Source: an optimization exercise on an open RTL-to-GDS flow (aim: small area, a short achievable clock period and few clock cycles per item). Production flows keep margins and buffers that such runs may drop. RTL that was checked went through simulation tests only; none was proved equivalent to the original. Function not checked in run 2: the RTL went through the layout flow alone.

==> flow/design.v (outline; a module is shown in full before it is edited, if it fits) <==
// module requant: 3809 lines
// module requant_top: 54 lines
module requant_top (
    input  wire        clk,
    input  wire        rst,
    input  wire [31:0] in_A_tdata,
    input  wire        in_A_tlast,
    input  wire        in_A_tvalid,
    output wire        in_A_tready,
    input  wire [31:0] in_bias_tdata,
    input  wire        in_bias_tlast,
    input  wire        in_bias_tvalid,
    output wire        in_bias_tready,
    input  wire [31:0] in_m_tdata,
    input  wire        in_m_tlast,
    input  wire        in_m_tvalid,
    output wire        in_m_tready,
    input  wire [7:0]  in_e_tdata,
    input  wire        in_e_tlast,
    input  wire        in_e_tvalid,
    output wire        in_e_tready,
    output wire [7:0]  out_D_tdata,
    output wire        out_D_tlast,
    output wire        out_D_tvalid,
    input  wire        out_D_tready
);
  // ...
==> flow/flow/run.sh <==
#!/bin/bash
set -euo pipefail
MARGIN=5.6
EXTRA="'BUFFER_PORTS_ARGS=-buffer_cell sky130_fd_sc_hd__buf_2'"
sed -e "s/SETUP_SLACK_MARGIN=[-0-9.]*/SETUP_SLACK_MARGIN=${MARGIN}/" \
    -e "s|\"\${@:-finish}\"|${EXTRA} \"\${@:-finish}\"|" standard.sh > standard_mod.sh
grep -q "SETUP_SLACK_MARGIN=${MARGIN}" standard_mod.sh
grep -q "BUFFER_PORTS_ARGS" standard_mod.sh
bash standard_mod.sh synth > flow_synth.log 2>&1
RES="$PWD/orfs/results/${FLOW_PLATFORM:-sky130hd}/requant_top/base"
cp "$RES/1_synth.odb" "$RES/1_synth_std.odb"
openroad -python -exit flow/fa_polarity.py "$RES/1_synth_std.odb" "$RES/1_synth.odb" > fa_polarity.log 2>&1
touch "$RES/1_synth.sdc"
bash standard_mod.sh > flow_make.log 2>&1
==> flow/flow/fa_polarity.py <==
# Inverter clean-up around full adders, run on the synthesized netlist
# (1_synth.odb) before floorplanning.
#
# Yosys's full-adder extraction leaves many inverters between full-adder
# cells.  A full adder is self-dual: FA(~a, ~b, ~c) = (~cout, ~sum).  So any
# full adder may be "flipped" (all three inputs and both outputs complemented)
# without changing the logic.  This script removes the plain inverters of the
# netlist, chooses a flip for each full adder that needs few inverters, and
# puts back one inverter per signal whose complement some pin needs.  Only
# combinational cells change; registers and ports are untouched.
import sys
import odb

src, dst = sys.argv[1], sys.argv[2]
db = odb.dbDatabase.create()
odb.read_db(db, src)
blk = db.getChip().getBlock()

INV = 'sky130_fd_sc_hd__inv_1'
inv_master = db.findMaster(INV)

def is_inv(inst):
    n = inst.getMaster().getName()
    return n.startswith('sky130_fd_sc_hd__inv_') or n.startswith('sky130_fd_sc_hd__clkinv_')

def is_fa(inst):
    return inst.getMaster().getName().startswith('sky130_fd_sc_hd__fa_')

def sig_iterms(inst):
    return [it for it in inst.getITerms() if it.getSigType() not in ('POWER', 'GROUND')]

def net_has_port(net):
    return net is not None and len(list(net.getBTerms())) > 0

def driver(net):
    for it in net.getITerms():
        if it.isOutputSignal():
            return it
    return None

# inverters we may remove: input and output nets are plain internal nets
removable = []
for inst in blk.getInsts():
    if not is_inv(inst):
        continue
    a = inst.findITerm('A').getNet()
    y = inst.findITerm('Y').getNet()
    if a is None or y is None or net_has_port(a) or net_has_port(y):
        continue
    if a.getSigType() == 'CLOCK' or y.getSigType() == 'CLOCK':
        continue
    removable.append(inst)
rem_set = set(r.getName() for r in removable)

def root(net):
    """(root net, polarity) after stripping removable inverters."""
    p = 0
    seen = 0
    while True:
        d = driver(net)
        if d is None or d.getInst().getName() not in rem_set:
            return net, p
        net = d.getInst().findITerm('A').getNet()
        p ^= 1
        seen += 1
        if seen > 1000:
            raise RuntimeError('inverter loop')

# every load pin that is not a removable inverter input: its (root, polarity)
loads = []          # [iterm, rootnet, pol, fa_inst_name or None]
for inst in blk.getInsts():
    if inst.getName() in rem_set:
        continue
    for it in sig_iterms(inst):
        if it.isOutputSignal() or it.getNet() is None:
            continue
        if not it.isInputSignal():
            continue
        r, p = root(it.getNet())
        loads.append([it, r, p, inst.getName() if is_fa(inst) else None])
# output ports driven through removable inverters cannot occur (excluded above)

fa_names = [i.getName() for i in blk.getInsts() if is_fa(i)]
flip = {n: 0 for n in fa_names}
# root net -> FA name that drives it (if any)
drv_fa = {}
for inst in blk.getInsts():
    if is_fa(inst):
        for it in sig_iterms(inst):
            if it.isOutputSignal() and it.getNet() is not None:
                drv_fa[it.getNet().getName()] = inst.getName()

by_root = {}
for ld in loads:
    by_root.setdefault(ld[1].getName(), []).append(ld)
fa_roots = {n: set() for n in fa_names}   # roots an FA touches (inputs and outputs)
for ld in loads:
    if ld[3] is not None:
        fa_roots[ld[3]].add(ld[1].getName())
for rn, fn in drv_fa.items():
    fa_roots[fn].add(rn)

def need(ld):
    rn = ld[1].getName()
    f = flip[drv_fa[rn]] if rn in drv_fa else 0
    g = flip[ld[3]] if ld[3] is not None else 0
    return ld[2] ^ f ^ g

def cost_root(rn):
    return 1 if any(need(ld) for ld in by_root.get(rn, [])) else 0

def total():
    return sum(cost_root(rn) for rn in by_root)

before_inv = len(removable)
c0 = total()
improved = True
rounds = 0
while improved and rounds < 50:
    improved = False
    rounds += 1
    for fn in fa_names:
        rs = fa_roots[fn]
        old = sum(cost_root(r) for r in rs)
        flip[fn] ^= 1
        new = sum(cost_root(r) for r in rs)
        if new < old:
            improved = True
        else:
            flip[fn] ^= 1
c1 = total()
print('fa_polarity: %d full adders, %d removable inverters, %d needed before, %d after (%d rounds, %d flipped)'
      % (len(fa_names), before_inv, c0, c1, rounds, sum(flip.values())))

# rebuild: disconnect loads, drop removable inverters, add one inverter per root needing it
inv_net = {}
cnt = [0]
def get_inv(rnet):
    rn = rnet.getName()
    if rn in inv_net:
        return inv_net[rn]
    cnt[0] += 1
    n = odb.dbNet_create(blk, 'fapol_n%d' % cnt[0])
    i = odb.dbInst_create(blk, inv_master, 'fapol_inv%d' % cnt[0])
    i.findITerm('A').connect(rnet)
    i.findITerm('Y').connect(n)
    inv_net[rn] = n
    return n

plan = [(ld[0], ld[1], need(ld)) for ld in loads]
for it, r, p in plan:
    it.disconnect()
old_nets = set()
for inst in removable:
    for it in sig_iterms(inst):
        if it.getNet() is not None:
            old_nets.add(it.getNet().getName())
        it.disconnect()
    odb.dbInst_destroy(inst)
for it, r, p in plan:
    it.connect(get_inv(r) if p else r)
# drop nets left without any connection
for nn in old_nets:
    n = blk.findNet(nn)
    if n is not None and len(list(n.getITerms())) == 0 and len(list(n.getBTerms())) == 0:
        odb.dbNet_destroy(n)
print('fa_polarity: %d inverters in place of %d' % (cnt[0], before_inv))
# a flipped adder's output nets carry the complement of what their names
# (from the RTL) say: give them fresh names
k = 0
for inst in blk.getInsts():
    if is_fa(inst) and flip.get(inst.getName()):
        for it in sig_iterms(inst):
            if it.isOutputSignal() and it.getNet() is not None:
                k += 1
                it.getNet().rename('fapol_x%d' % k)
odb.write_db(db, dst)
==> flow/standard.sh <==
#!/bin/bash
# synth_recipe.tcl (not shown) runs the flow's synth.tcl, then flattens the netlist and writes it again
# the make line also repeats each setting of config.mk as NAME=value (left out here)
make -C /OpenROAD-flow-scripts/flow DESIGN_CONFIG=/design/flow/config.mk WORK_HOME=/design/flow/orfs CLKGATE_MAP_FILE= SYNTH_SCRIPT=/design/flow/synth_recipe.tcl "${@:-finish}"
==> flow/config.mk <==
export PLATFORM = sky130hd
export DESIGN_NAME = requant_top
export DESIGN_NICKNAME = requant_top
export VERILOG_FILES = /design/flow/design.v
export SDC_FILE = /design/flow/constraint.sdc
export NUM_CORES = 4
export LEC_CHECK = 0
export CAP_MARGIN = 20
export CORE_MARGIN = 2
export CORE_UTILIZATION = 65
export SETUP_SLACK_MARGIN = 5
export SLEW_MARGIN = 20
==> flow/constraint.sdc <==
create_clock -name core_clock -period 9.0 [get_ports {clk}]
set_input_delay 1.8000 -clock core_clock [delete_from_list [all_inputs] [get_ports {clk}]]
set_output_delay 1.8000 -clock core_clock [all_outputs]
set_load 0.01 [all_outputs]
==> run notes, run 1 <==
GLOBAL ROUTE
--------------------------------------------------------------------------------------
Global-route track usage on met2                                                 0.579
Via count of the first global-routing pass                                      34,900

PLACED DESIGN
--------------------------------------------------------------------------------------
Placed standard-cell area                                                  0.0461 mm^2
Number of placed instances, taps included                                        4,917
Weighted congestion reported at the end of routability-driven placement          0.959

STA
--------------------------------------------------------------------------------------
Slew Viols, Final                                                                    0
Unrepaired setup endpoints after global routing                                   true
Ratio of final minimum period to clock period                                    0.375

ROUTING
--------------------------------------------------------------------------------------
Detail Route met2 WL                                                           60.7 mm
Met3 WL                                                                        14.0 mm
1st-iter DRT viols                                                               4,010

CLOCK NETWORK
--------------------------------------------------------------------------------------
Post-CTS Hold Fix Bufs                                                               0
CTS clock-pin slew for the worst setup and hold paths                          0.06 ns
Buffer depth of the longest clock path                                               3
Number of gates given a new drive strength after cts                                75

LAYOUT
--------------------------------------------------------------------------------------
Seq/total area                                                                   0.305
Net count of the finished layout                                                 4,819
Count of multi-input gates                                                       2,838
Count of inserted antenna diode cells                                                0
Seq Cell Count                                                                     660
Non-clock buffer total of the final layout                                         225
Finished Cell Area                                                         0.0495 mm^2
Fraction of layout instances using a drive strength above 1                      0.127
Sequential cell area in the final layout                                   0.0151 mm^2
Final-layout non-clock buffer area share                                        0.0349
Fraction of standard cell area in multi-input logic                              0.565
Utilization after layout                                                         0.722

RUN STATUS
--------------------------------------------------------------------------------------
Result of the run                                     no timing/DRC/antenna violations

CRITICAL PATH
--------------------------------------------------------------------------------------
Critical path startpoint category                                             register
Critical Path Max Stage Delay                                                  0.70 ns
Arrival @ worst endpoint                                                       3.88 ns
Reg2Reg Setup Slack                                                            5.63 ns

Testbench counts, summed over its fixed seeds: cycles 8,056, items 8,000.
==> run 2: changes to the inputs <==
--- a/flow/design.v
+++ b/flow/design.v
@@ -66,20 +66,20 @@
         ra <= ~va_n | fire_n; rb <= ~vb_n | fire_n;
         rm <= ~vm_n | fire_n; re <= ~ve_n | fire_n;
         fire <= fire_n;
         th <= th_n;
         p1 <= fire; p2 <= p1; p3 <= p2; p4 <= p3; p5 <= p4;
     end
 end
 always @(posedge clk) begin
-    if (ra) begin a_r <= in_A_tdata;    la <= in_A_tlast;    end
-    if (rb) begin b_r <= in_bias_tdata; lb <= in_bias_tlast; end
-    if (rm) begin m_r <= in_m_tdata;    lm <= in_m_tlast;    end
-    if (re) begin e_r <= in_e_tdata;    le <= in_e_tlast;    end
+    if (~va | fire) begin a_r <= in_A_tdata;    la <= in_A_tlast;    end
+    if (~vb | fire) begin b_r <= in_bias_tdata; lb <= in_bias_tlast; end
+    if (~vm | fire) begin m_r <= in_m_tdata;    lm <= in_m_tlast;    end
+    if (~ve | fire) begin e_r <= in_e_tdata;    le <= in_e_tlast;    end
 end
 reg  [31:0] X;
 reg  [15:0] neg, one, two;
 reg  [6:0]  sh1;
 reg         nr1;
 wire [32:0] mx = {m_r, 1'b0};
 wire [15:0] neg_n, one_n, two_n;
 genvar gi;
--- a/flow/flow/run.sh
+++ b/flow/flow/run.sh
@@ -1,11 +1,11 @@
 #!/bin/bash
 set -euo pipefail
-MARGIN=5.6
+MARGIN=5.75
 EXTRA="'BUFFER_PORTS_ARGS=-buffer_cell sky130_fd_sc_hd__buf_2'"
 sed -e "s/SETUP_SLACK_MARGIN=[-0-9.]*/SETUP_SLACK_MARGIN=${MARGIN}/" \
     -e "s|\"\${@:-finish}\"|${EXTRA} \"\${@:-finish}\"|" standard.sh > standard_mod.sh
 grep -q "SETUP_SLACK_MARGIN=${MARGIN}" standard_mod.sh
 grep -q "BUFFER_PORTS_ARGS" standard_mod.sh
 bash standard_mod.sh synth > flow_synth.log 2>&1
 RES="$PWD/orfs/results/${FLOW_PLATFORM:-sky130hd}/requant_top/base"
 cp "$RES/1_synth.odb" "$RES/1_synth_std.odb"
--- a/flow/flow/fa_polarity.py
+++ b/flow/flow/fa_polarity.py
@@ -109,30 +109,58 @@
 def cost_root(rn):
     return 1 if any(need(ld) for ld in by_root.get(rn, [])) else 0
 
 def total():
     return sum(cost_root(rn) for rn in by_root)
 
 before_inv = len(removable)
 c0 = total()
-improved = True
-rounds = 0
-while improved and rounds < 50:
-    improved = False
-    rounds += 1
+import random
+
+def greedy():
+    improved = True
+    rounds = 0
+    while improved and rounds < 50:
+        improved = False
+        rounds += 1
+        for fn in fa_names:
+            rs = fa_roots[fn]
+            old = sum(cost_root(r) for r in rs)
+            flip[fn] ^= 1
+            new = sum(cost_root(r) for r in rs)
+            if new < old:
+                improved = True
+            else:
+                flip[fn] ^= 1
+    return rounds
+
+rounds = greedy()
+best = total()
+best_flip = dict(flip)
+# perturb and re-descend (deterministic seed)
+rng = random.Random(1)
+for it in range(int(sys.argv[3]) if len(sys.argv) > 3 else 40):
+    for fn in fa_names:
+        flip[fn] = best_flip[fn]
+    for fn in rng.sample(fa_names, max(1, len(fa_names) // 10)):
+        flip[fn] ^= 1
     for fn in fa_names:
         rs = fa_roots[fn]
         old = sum(cost_root(r) for r in rs)
         flip[fn] ^= 1
-        new = sum(cost_root(r) for r in rs)
-        if new < old:
-            improved = True
-        else:
+        if sum(cost_root(r) for r in rs) > old:
             flip[fn] ^= 1
+    greedy()
+    t = total()
+    if t < best:
+        best = t
+        best_flip = dict(flip)
+for fn in fa_names:
+    flip[fn] = best_flip[fn]
 c1 = total()
 print('fa_polarity: %d full adders, %d removable inverters, %d needed before, %d after (%d rounds, %d flipped)'
       % (len(fa_names), before_inv, c0, c1, rounds, sum(flip.values())))
 
 # rebuild: disconnect loads, drop removable inverters, add one inverter per root needing it
 inv_net = {}
 cnt = [0]
 def get_inv(rnet):
==> run notes, run 2 <==
RUN STATUS
--------------------------------------------------------------------------------------
Result of the run                                     no timing/DRC/antenna violations   unchanged

PLACED DESIGN
--------------------------------------------------------------------------------------
Number of input and output port buffers inserted                                   128   unchanged
Placed wire-length estimate                                                    84.2 mm   was 85.9 mm
Placed standard-cell area                                                  0.0459 mm^2   was 0.0461 mm^2
Weighted congestion reported at the end of routability-driven placement          0.938   was 0.959
Number of placed instances, taps included                                        4,840   was 4,917

LAYOUT
--------------------------------------------------------------------------------------
Commonest cells after routing, fill and taps aside                        a22oi_1, dfxtp_1, fa_1   unchanged
Number of flip-flops under the largest register name                               186   unchanged
Finished Cell Area                                                         0.0513 mm^2   was 0.0495 mm^2
Area Overhead vs Synth                                                           14.1%   was 9.78%
Largest registers                                                         requant_QKV.q2 (186), requant_QKV.mem (54), requant_QKV.t4r (48)   unchanged
Filler cell count                                                                4,493   was 4,768
Register with the most flip-flops                                         requant_QKV.q2   unchanged
Non-filler instance count after layout                                           5,091   was 5,080
Fraction of layout instances using a drive strength above 1                      0.164   was 0.127
Most common cell after layout, fill and taps aside                             a22oi_1   unchanged
Net count of the finished layout                                                 4,876   was 4,819

ROUTING
--------------------------------------------------------------------------------------
Average wire per standard cell                                                 26.4 um   was 25.8 um
Total via count in the routed design                                            33,900   was 33,300
DRC violation count after routing                                                    0   unchanged
Vias per Instance                                                                 6.66   was 6.55
First-pass iteration count of the detailed router                                    9   was 10
1st-iter DRT viols                                                               4,053   was 4,010
Antenna-violating nets left                                                          0   unchanged
Sum of routed wire length over all layers                                       134 mm   was 131 mm

YOSYS
--------------------------------------------------------------------------------------
Average instance area after synthesis                                        11.0 um^2   was 10.9 um^2
Netlist area before placement                                              0.0449 mm^2   was 0.0451 mm^2
Gate count of the mapped netlist                                                 4,089   was 4,128
Warnings from Yosys                                                                  1   unchanged
Synthesized net count                                                            4,818   was 4,857

GLOBAL ROUTE
--------------------------------------------------------------------------------------
Most heavily used metal layer in global routing                                   met2   unchanged
Met1 demand-to-capacity share in global routing                                  0.447   was 0.443
Met3 Track Usage GR                                                             0.0887   was 0.0840
GRT Residual Overflow                                                                0   unchanged
Via count of the first global-routing pass                                      35,100   was 34,900
Initial antenna violation count                                                      1   was 3
Wire length of the first global-routing pass                                    200 mm   was 196 mm
Global router's overall resource usage                                           0.366   was 0.358
Global-route track usage on met2                                                 0.593   was 0.579
Maximum number of pins on one net before global-route repair                        59   was 61

FLOORPLAN
--------------------------------------------------------------------------------------
Die area                                                                   0.0712 mm^2   was 0.0715 mm^2
I/O pin cnt                                                                        129   unchanged
Row count                                                                           96   unchanged
Height of the die                                                               267 um   about the same
Effective utilization at floorplan                                               0.656   was 0.658
Core region area                                                           0.0685 mm^2   was 0.0686 mm^2
Horizontal die dimension                                                        267 um   about the same

CLOCK NETWORK
--------------------------------------------------------------------------------------
CTS clock-pin slew for the worst setup and hold paths                          0.06 ns   about the same
Clock root cell                                                              clkbuf_16   unchanged
Buffer depth of the longest clock path                                               3   unchanged
Clock tree from TritonCTS                                                         done   unchanged
CTS H-Tree Depth                                                                     3   unchanged
Count of clock tree sinks                                                          660   unchanged
Cts bufs inserted                                                                   74   was 72
Insertion delay to the later sink of the worst-skew pair                       0.65 ns   was 0.64 ns

STA
--------------------------------------------------------------------------------------
Fin Hold WS                                                                   0.305 ns   was 0.324 ns
Headroom to the max-slew limit                                                   0.348   was 0.417
Max Clock Skew                                                               0.0441 ns   was 0.0351 ns
Total of endpoints with negative setup slack in the final report                     0   unchanged
Setup tns final                                                                   0 ns   unchanged
Timing-limited maximum frequency                                               298 MHz   was 296 MHz
Final critical path time including I/O delays and setup                        3.36 ns   was 3.37 ns
Final hold vios                                                                      0   unchanged
Ratio of final minimum period to clock period                                    0.373   was 0.375
Transition at the pin with the smallest max-transition slack                  0.978 ns   was 0.870 ns
Unrepaired setup endpoints after global routing                                   true   unchanged
Slew Viols, Final                                                                    0   unchanged

HOLD PATH
--------------------------------------------------------------------------------------
Worst hold path class                                                     register to register   unchanged

CRITICAL PATH
--------------------------------------------------------------------------------------
Critical path startpoint category                                             register   unchanged
Arrival @ worst endpoint                                                       3.87 ns   was 3.88 ns
Type of element capturing the critical path                                   register   unchanged
Worst-path maximum fanout                                                            5   was 32
Type of the worst setup path                                              register to register   unchanged
Required time of the critical path                                             9.51 ns   about the same

RUN
--------------------------------------------------------------------------------------
Number of max-capacitance violations reported                                        0   unchanged

run 2: cell count changes in the layout (fill, tap and decap cells not counted), sizes merged, moves of 9 or more:
cell,delta
a211oi,+11
a21o,+12
buf,+76
clkbuf,+17
inv,-18
mux2i,-20
mux4,+10
nand2,-18
o211ai,-9
or3,-11
run 2: final timing paths:
| kind | depth (start not counted) | startpoint | to | slack (ns) |
|---|---|---|---|---|
| worst max-delay path | 11 | requant_QKV.hs3[0]$_DFF_P_ | requant_QKV.t4r[13]$_DFF_P_ | 5.64 |
| worst min-delay path | 0 | requant_QKV.sh2[6]$_DFF_P_ | requant_QKV.sh3[6]$_DFF_P_ | 0.30 |
| worst max register to register | 11 | requant_QKV.hs3[0]$_DFF_P_ | requant_QKV.t4r[13]$_DFF_P_ | 5.64 |
| worst min register to register | 0 | requant_QKV.sh2[6]$_DFF_P_ | requant_QKV.sh3[6]$_DFF_P_ | 0.30 |
run 2: timing repair:
item                                    in CTS  in global routing
endpoints found under the setup margin     168                118
cloned                                       1                  8
resized for setup                          122                197
hold buffers                                 0                  0
pin swaps                                   12                 52
buffers inserted                            39                 65
run 2: critical path: stages, from the launching register on:
cell and delay, ns:
dfxtp_2 0.32, fa_2 0.41, fa_2 0.38, a211oi_2 0.30
o21ai_2 0.09, nand3_1 0.08, o211ai_1 0.16, a31o_2 0.33
a311o_1 0.37, a311oi_2 0.36, nor2_1 0.12, o311ai_1 0.32
run 2: final cells by class:
class / instances / area [um^2] / area share
multi-input cells: 2819 / 28300 / 0.552
clock inverters: 36 / 442 / 0.00862
well taps: 882 / 1100 / 0.0215
inverters: 278 / 1050 / 0.0206
flip-flops and latches: 660 / 15000 / 0.294
diodes: 3 / 7.51 / 0.000146
clock buffers: 99 / 2080 / 0.0405
repair buffers: 314 / 3220 / 0.0629
run 2: metrics by stage:
step / utilization / setup WS (ns)
after floorplan: - / 5.70
after global placement: 0.671 / 5.18
after detailed placement: 0.671 / 5.17
after CTS: 0.725 / 5.75
after global routing: 0.748 / 5.60
final: 0.749 / 5.64
run 2: layer usage:
metal  vias up  wire [um]
met5         -          0
met3       626      14400
li1      14400          -
met1     16700      48300
met2      2265      62500
met4         0       9040

what the ideal ports hide:
No port has a modelled driver above. Below, the same layouts with a new extraction and two added sets of constraints. Step 1, drivers: a clkbuf_16 drives clk and a buf_2 each remaining input, both assumed. Step 2 times the ports against the registers' clock, not the clock port: input delays grow and output delays shrink by t, the midpoint of the rising clock arrivals with the driver on. Slacks: no drivers / after step 1 / after step 2; pairs: no drivers / after step 1.
| run | shift t [ns] | slack for setup (ns) | hold slack, ns | worst setup path at the end | cell pins on the clock port's net |
|---|---|---|---|---|---|
| run 1 | 0.691 | 5.626 / 5.617 / 5.392 | 0.324 / 0.324 / 0.324 | input to register | 1 |
| run 2 | 0.695 | 5.642 / 5.642 / 5.527 | 0.305 / 0.305 / 0.305 | input to register | 1 |
After both steps setup and hold are still met in every run listed. The setup slack of run 1, which loses most, moves by -0.009 ns with the drivers and by -0.234 ns with both steps.
